Context: an optimization exercise on an open-source flow, tuned for small area and a short achievable clock period. The choices shown serve that exercise and are no tape-out recipe. The RTL was checked by simulation tests, not by an equivalence proof against the original design. Power and IR drop assume default switching activity.

==> design/flow/design.v <==
module Convolution(
    clk,
    rst_n,
	in_valid,
	weight_valid,
	In_IFM_1,
	In_IFM_2,
	In_IFM_3,
	In_IFM_4,	
	In_IFM_5,	
	In_IFM_6,	
	In_IFM_7,	
	In_IFM_8,	
	In_IFM_9,	
	In_Weight_1,
	In_Weight_2,
	In_Weight_3,
	In_Weight_4,
	In_Weight_5,
	In_Weight_6,
	In_Weight_7,
	In_Weight_8,	
	In_Weight_9,
    out_valid, 
	Out_OFM
    );
input clk, rst_n;
input in_valid;
input weight_valid;
input[7:0]In_IFM_1;
input[7:0]In_IFM_2;
input[7:0]In_IFM_3;
input[7:0]In_IFM_4;
input[7:0]In_IFM_5;
input[7:0]In_IFM_6;
input[7:0]In_IFM_7;
input[7:0]In_IFM_8;
input[7:0]In_IFM_9;
input[7:0]In_Weight_1;
input[7:0]In_Weight_2;
input[7:0]In_Weight_3;
input[7:0]In_Weight_4;
input[7:0]In_Weight_5;
input[7:0]In_Weight_6;
input[7:0]In_Weight_7;
input[7:0]In_Weight_8;
input[7:0]In_Weight_9;
output reg out_valid;
output reg [20:0]Out_OFM;
reg [7:0]Weight_1;
reg [7:0]Weight_2;
reg [7:0]Weight_3;
reg [7:0]Weight_4;
reg [7:0]Weight_5;
reg [7:0]Weight_6;
reg [7:0]Weight_7;
reg [7:0]Weight_8;
reg [7:0]Weight_9;
parameter IDLE=0,
          INPUT=1,
		  CAL=2,
		  OUPUT=3;
reg[1:0]state,next;
reg[15:0]MUL1;
reg[15:0]MUL2;
reg[15:0]MUL3;
reg[15:0]MUL4;
reg[15:0]MUL5;
reg[15:0]MUL6;
reg[15:0]MUL7;
reg[15:0]MUL8;
reg[15:0]MUL9;
reg[17:0]ADD1;
reg[17:0]ADD2;
reg[17:0]ADD3;
reg in_valid2,in_valid3;
always@(posedge clk)begin
	if(state==IDLE&&(~in_valid))begin
		Weight_1<=0;
		Weight_2<=0;
		Weight_3<=0;
		Weight_4<=0;
		Weight_5<=0;
		Weight_6<=0;
		Weight_7<=0;
		Weight_8<=0;
		Weight_9<=0;
	end
	else if(state==IDLE&&in_valid)begin
		Weight_1<=In_Weight_1;
		Weight_2<=In_Weight_2;
		Weight_3<=In_Weight_3;
		Weight_4<=In_Weight_4;
		Weight_5<=In_Weight_5;
		Weight_6<=In_Weight_6;
		Weight_7<=In_Weight_7;
		Weight_8<=In_Weight_8;
		Weight_9<=In_Weight_9;
	end
end
always@(posedge clk or negedge rst_n)begin
	if(~rst_n)begin
		in_valid2<=0;
		in_valid3<=0;
	end
	else begin
		in_valid2<=in_valid;
		in_valid3<=in_valid2;
	end
end
always@(posedge clk or negedge rst_n)begin
	if(~rst_n)state<=IDLE;
	else state<=next;
end
always@(*)begin
	case(state)
	IDLE:if(in_valid)next=INPUT;else next=IDLE;
	INPUT:if(in_valid)next=INPUT;else next=IDLE;
	default:next=IDLE;
	endcase
end
always@(posedge clk)begin
	if(state==IDLE&&in_valid)begin
		MUL1<=In_IFM_1*In_Weight_1;
		MUL2<=In_IFM_2*In_Weight_2;
		MUL3<=In_IFM_3*In_Weight_3;
		MUL4<=In_IFM_4*In_Weight_4;
		MUL5<=In_IFM_5*In_Weight_5;
		MUL6<=In_IFM_6*In_Weight_6;
		MUL7<=In_IFM_7*In_Weight_7;
		MUL8<=In_IFM_8*In_Weight_8;
		MUL9<=In_IFM_9*In_Weight_9;
	end
	else if(state==INPUT&&in_valid)begin
		MUL1<=In_IFM_1*Weight_1;
		MUL2<=In_IFM_2*Weight_2;
		MUL3<=In_IFM_3*Weight_3;
		MUL4<=In_IFM_4*Weight_4;
		MUL5<=In_IFM_5*Weight_5;
		MUL6<=In_IFM_6*Weight_6;
		MUL7<=In_IFM_7*Weight_7;
		MUL8<=In_IFM_8*Weight_8;
		MUL9<=In_IFM_9*Weight_9;
	end
	else begin
		MUL1<=0;
		MUL2<=0;
		MUL3<=0;
		MUL4<=0;
		MUL5<=0;
		MUL6<=0;
		MUL7<=0;
		MUL8<=0;
		MUL9<=0;
	end
end
always@(posedge clk)begin
	if(in_valid2)begin
		ADD1<=MUL1+MUL2+MUL3;
		ADD2<=MUL4+MUL5+MUL6;
		ADD3<=MUL7+MUL8+MUL9;
	end
	else begin
		ADD1<=0;
		ADD2<=0;
		ADD3<=0;
	end
end
always@(posedge clk or negedge rst_n)begin
	if(~rst_n)begin
		out_valid<=0;
		Out_OFM<=0;
	end
	else if(in_valid3)begin
		out_valid<=1;
		Out_OFM<=ADD1+ADD2+ADD3;
	end
	else begin
		out_valid<=0;
		Out_OFM<=0;
	end
end
endmodule
==> design/flow/run.sh <==
#!/bin/bash
# synth_recipe.tcl (not shown) runs the flow's synth.tcl, then flattens the netlist and writes it again
# the make line also repeats each setting of config.mk as NAME=value (left out here)
make -C /OpenROAD-flow-scripts/flow DESIGN_CONFIG=/design/flow/config.mk WORK_HOME=/design/flow/orfs CLKGATE_MAP_FILE= SYNTH_SCRIPT=/design/flow/synth_recipe.tcl finish
==> design/flow/config.mk <==
export PLATFORM = sky130hd
export DESIGN_NAME = Convolution
export DESIGN_NICKNAME = Convolution
export VERILOG_FILES = /design/flow/design.v
export SDC_FILE = /design/flow/constraint.sdc
export NUM_CORES = 4
export LEC_CHECK = 0
export CAP_MARGIN = 20
export CORE_MARGIN = 2
export CORE_UTILIZATION = 40
export SLEW_MARGIN = 20
==> design/flow/constraint.sdc <==
create_clock -name core_clock -period 5.5 [get_ports {clk}]
set_input_delay 1.1000 -clock core_clock [delete_from_list [all_inputs] [get_ports {clk}]]
set_output_delay 1.1000 -clock core_clock [all_outputs]
set_load 0.01 [all_outputs]
==> flow_metrics.env <==
export IMPL_first_pass_iters=5
export IMPL_worst_pin_slew_ps=875.2
export IMPL_drv_slew=0
export IMPL_die_x_um=357.4
export IMPL_num_rows=129
export IMPL_cts_setup_buffers=0
export IMPL_mostFrequentLayoutCells="963 x and2_1, 912 x inv_1, 718 x fa_1"
export IMPL_instances_no_fill=7891
export IMPL_synth_flop_cell="dfxtp_1"
export IMPL_period_minus_slack_ps=5284
export IMPL_vias=38510
export IMPL_synth_seq_cells=293
export IMPL_synth_fp_nets=7149
export IMPL_clk_pin_slew_ps=60
export IMPL_yosysTopAreaCell="fa_1"
export IMPL_postSynthCellCount=5573
export IMPL_grt_pass1_vias=40660
export IMPL_relSlewSlack_pct=41.66
export IMPL_rsz0062_at_grt="false"
export IMPL_final_common_cell="and2_1"
export IMPL_report_final_setup_viol=0
export IMPL_dp_cells=7819
export IMPL_synth_top_family_by_area="adder cells"
export IMPL_synth_xor_area_share_pct=4.067
export IMPL_wl_per_cell_um=16.05
export IMPL_r2r_cells=16
export IMPL_via_per_inst=4.880
export IMPL_synthDominantCellAreaShare_pct=28.77
export IMPL_die_area_sq_um=127700
export IMPL_final_area_sq_um=59050
export IMPL_status="no timing/DRC/antenna violations"
export IMPL_start_util_pct=40.35
export IMPL_grt_remaining_overflow=0
export IMPL_ys_seq_area_share_pct=11.97
export IMPL_remaining_drc_errors=0
export IMPL_endpoint_kind="register"
export IMPL_hold_class="register to register"
export IMPL_crit_type="primary input to register"
export IMPL_track_usage_pct=20.45
export IMPL_yosysWarnings=1
export IMPL_power_density_nw_per_um2=326.4
export IMPL_skew_ps=39.14
export IMPL_p_leak_uw=0.03089
export IMPL_antenna_found_initial=0
export IMPL_drt_iter0_drc=1642
export IMPL_synth_async_reset_ratio_pct=7.850
export IMPL_grt_pass1_wl_um=210100
export IMPL_avgSynthCellArea_sq_um=8.964
export IMPL_dp_hpwl_um=105100
export IMPL_grt_max_degree=75
export IMPL_synth_fa_ha_area_share_pct=46.55
export IMPL_clockRootBuffer="clkbuf_16"
export IMPL_syn2layout_area_growth_pct=18.19
export IMPL_synth_area_leaders="fa_1 29%, ha_1 18%, and2_1 12%"
export IMPL_cts_tree="yes"
export IMPL_crit_arrival_ps=5710
export IMPL_muxShareOfSynthArea_pct=1.247
export IMPL_wl_um=126700
export IMPL_synth_compound_area_share_pct=8.525
export IMPL_worstPathMaxFanout=10
export IMPL_clock_path_buffers=3
export IMPL_cts_sinks=293
export IMPL_nets=7800
export IMPL_insertion_delay_ps=600
export IMPL_finalHoldViolCount=0
export IMPL_ctsHtreeMaxLevel=2
export IMPL_die_h_um=357.4
export IMPL_antennaDiodeCount=0
export IMPL_place_area_sq_um=57670
export IMPL_cp_required_ps=5920
export IMPL_cts_buffers=40
export IMPL_max_vdd_ir_drop_mv=0.2567
export IMPL_ant_nets=0
export IMPL_p_total_uw=19270
export IMPL_design_core_area_sq_um=123800
export IMPL_fmax_mhz=189.3
export IMPL_synth_area_sq_um=49960
export IMPL_gp_congestion=0.9009
export IMPL_io_buffers=167
export IMPL_drive_gt1_share_pct=11.27
export IMPL_yosysUniqueCellTypes=75
export IMPL_holdPathStages=2
export IMPL_synthSimpleGateAreaFrac_pct=19.60
export IMPL_io_pins=170
export IMPL_start_kind="primary input"
export IMPL_whs_ps=567.9
export IMPL_max_cap_violations=0
export IMPL_nFillCells=11910
export IMPL_synth_edf_count=0
export IMPL_finalCritPeriodShare_pct=96.07
==> metal layers <==
layer	up-vias	track usage [%]	share of wire (%)
met1	18940	26.88	45
met4	2	5.050	2.4
li1	18850	-	-
met2	587	35.37	48
met5	-	1.000	0.14
met3	129	2.699	4.0
==> final cells by class <==
type | instances | area (sq um) | share of cell area, %
multi-input cells | 4213 | 39980 | 67.72
repair buffers | 762 | 6223 | 10.54
flip-flops and latches | 293 | 5984 | 10.14
inverters | 914 | 3435 | 5.817
well taps | 1637 | 2048 | 3.469
clock buffers | 49 | 1075 | 1.820
clock inverters | 23 | 296.5 | 0.5022
==> metrics by stage <==
| stage | util, % | setup WS [ps] | TNS, ps |
|---|---|---|---|
| 2_1_floorplan | - | 359.8 | 0 |
| 3_3_place_gp | 46.59 | -338.6 | -13110 |
| 3_5_place_dp | 46.59 | -377.6 | -13920 |
| 4_1_cts | 47.69 | 229.3 | 0 |
| 5_1_grt | 47.70 | 3.098 | 0 |
| 6_report | 47.70 | 216.2 | 0 |
==> critical path: stages <==
cell             delay (ps)
clkdlybuf4s50_1         540
buf_4                   210
nand2_1                  80
fa_1                    480
fa_1                    540
inv_1                    40
fa_1                    520
inv_1                    70
fa_1                    470
inv_1                    40
ha_1                    310
inv_1                    80
nor2_1                   60
or4_1                   450
a31oi_1                 290
o21ai_0                 180
nand2_1                  80
o221ai_1                150
==> report_power, final <==
part / internal, uW / total [uW] / switching [uW] / leakage (uW)
Sequential: 2650 / 3210 / 563 / 0.00253
Clock: 1640 / 2770 / 1130 / 0.000659
Combinational: 6390 / 13300 / 6910 / 0.0277
Total: 10700 / 19300 / 8600 / 0.0309
==> synthesized netlist by cell type (all sizes together), types with 30 or more instances <==
library cell and count:
inv 912, o22ai 30, xor2 89, xnor2 143, fa 718, mux2i 60, nand2b 40, a21o 93
and2 963, clkbuf 143, nand2 454, nor3 37, nor2b 51, dfxtp 270, nor2 204, o21ai 163
ha 710, a21oi 181
==> logic make-up after synthesis <==
kind of cell / after synthesis
mux: 62
buf+inv: 1067
simple gates: 1832
flops: 293
fa+ha+maj: 1428
compound gates: 658
xor+xnor: 232
other cells: 1
==> worst paths after layout <==
check	from	to	slack, ps
max	In_IFM_5[3]	MUL5[13]	220
min	Weight_3[1]	Weight_3[1]	570
max reg2reg	Weight_5[2]	MUL5[13]	850
min reg2reg	Weight_3[1]	Weight_3[1]	570
max in group asynchronous	rst_n	state	4320
min in group asynchronous	rst_n	Out_OFM[12]	870
==> state kept, by name, indices dropped and copies added, names as in the netlist, 16 cells and up <==
signal,cells
ADD2,18
ADD3,18
MUL6,16
MUL4,16
MUL2,16
MUL3,16
MUL9,16
MUL1,16
Out_OFM,20
MUL5,16
MUL7,16
MUL8,16
ADD1,18
==> repair_timing <==
action / CTS / global route
hold buffers: 0 / 0
endpoints found under the setup margin: 0 / 2
resized for setup: 0 / 1

## afterwards: timing with drivers on the ports
No port has a modelled driver above. Below, the same layout with a new extraction and two added sets of constraints.
Step 1 (the two cells are an assumption about what drives the block):
set clk [get_ports {clk}]
set_driving_cell -lib_cell sky130_fd_sc_hd__clkbuf_16 $clk
set_driving_cell -lib_cell sky130_fd_sc_hd__buf_2 [delete_from_list [all_inputs] $clk]
Step 2 moves the port delays by t, midway between the first and last clock arrival at a register: inputs arrive t later, outputs are due t later. That takes back most of the time a late clock gives input paths.
Slacks: ideal ports / drivers / drivers and shift; pairs: ideal ports / drivers.
t (ns): 0.647
setup slack, ns: 0.216 / 0.255 / -0.392
worst setup path after step 2: input to register
cell pins on the clock port's net: 1
With both steps, setup timing fails in this run, where it was met with ideal ports. For this run, drivers alone change the setup slack by +0.039 ns; drivers and shift together by -0.608 ns.
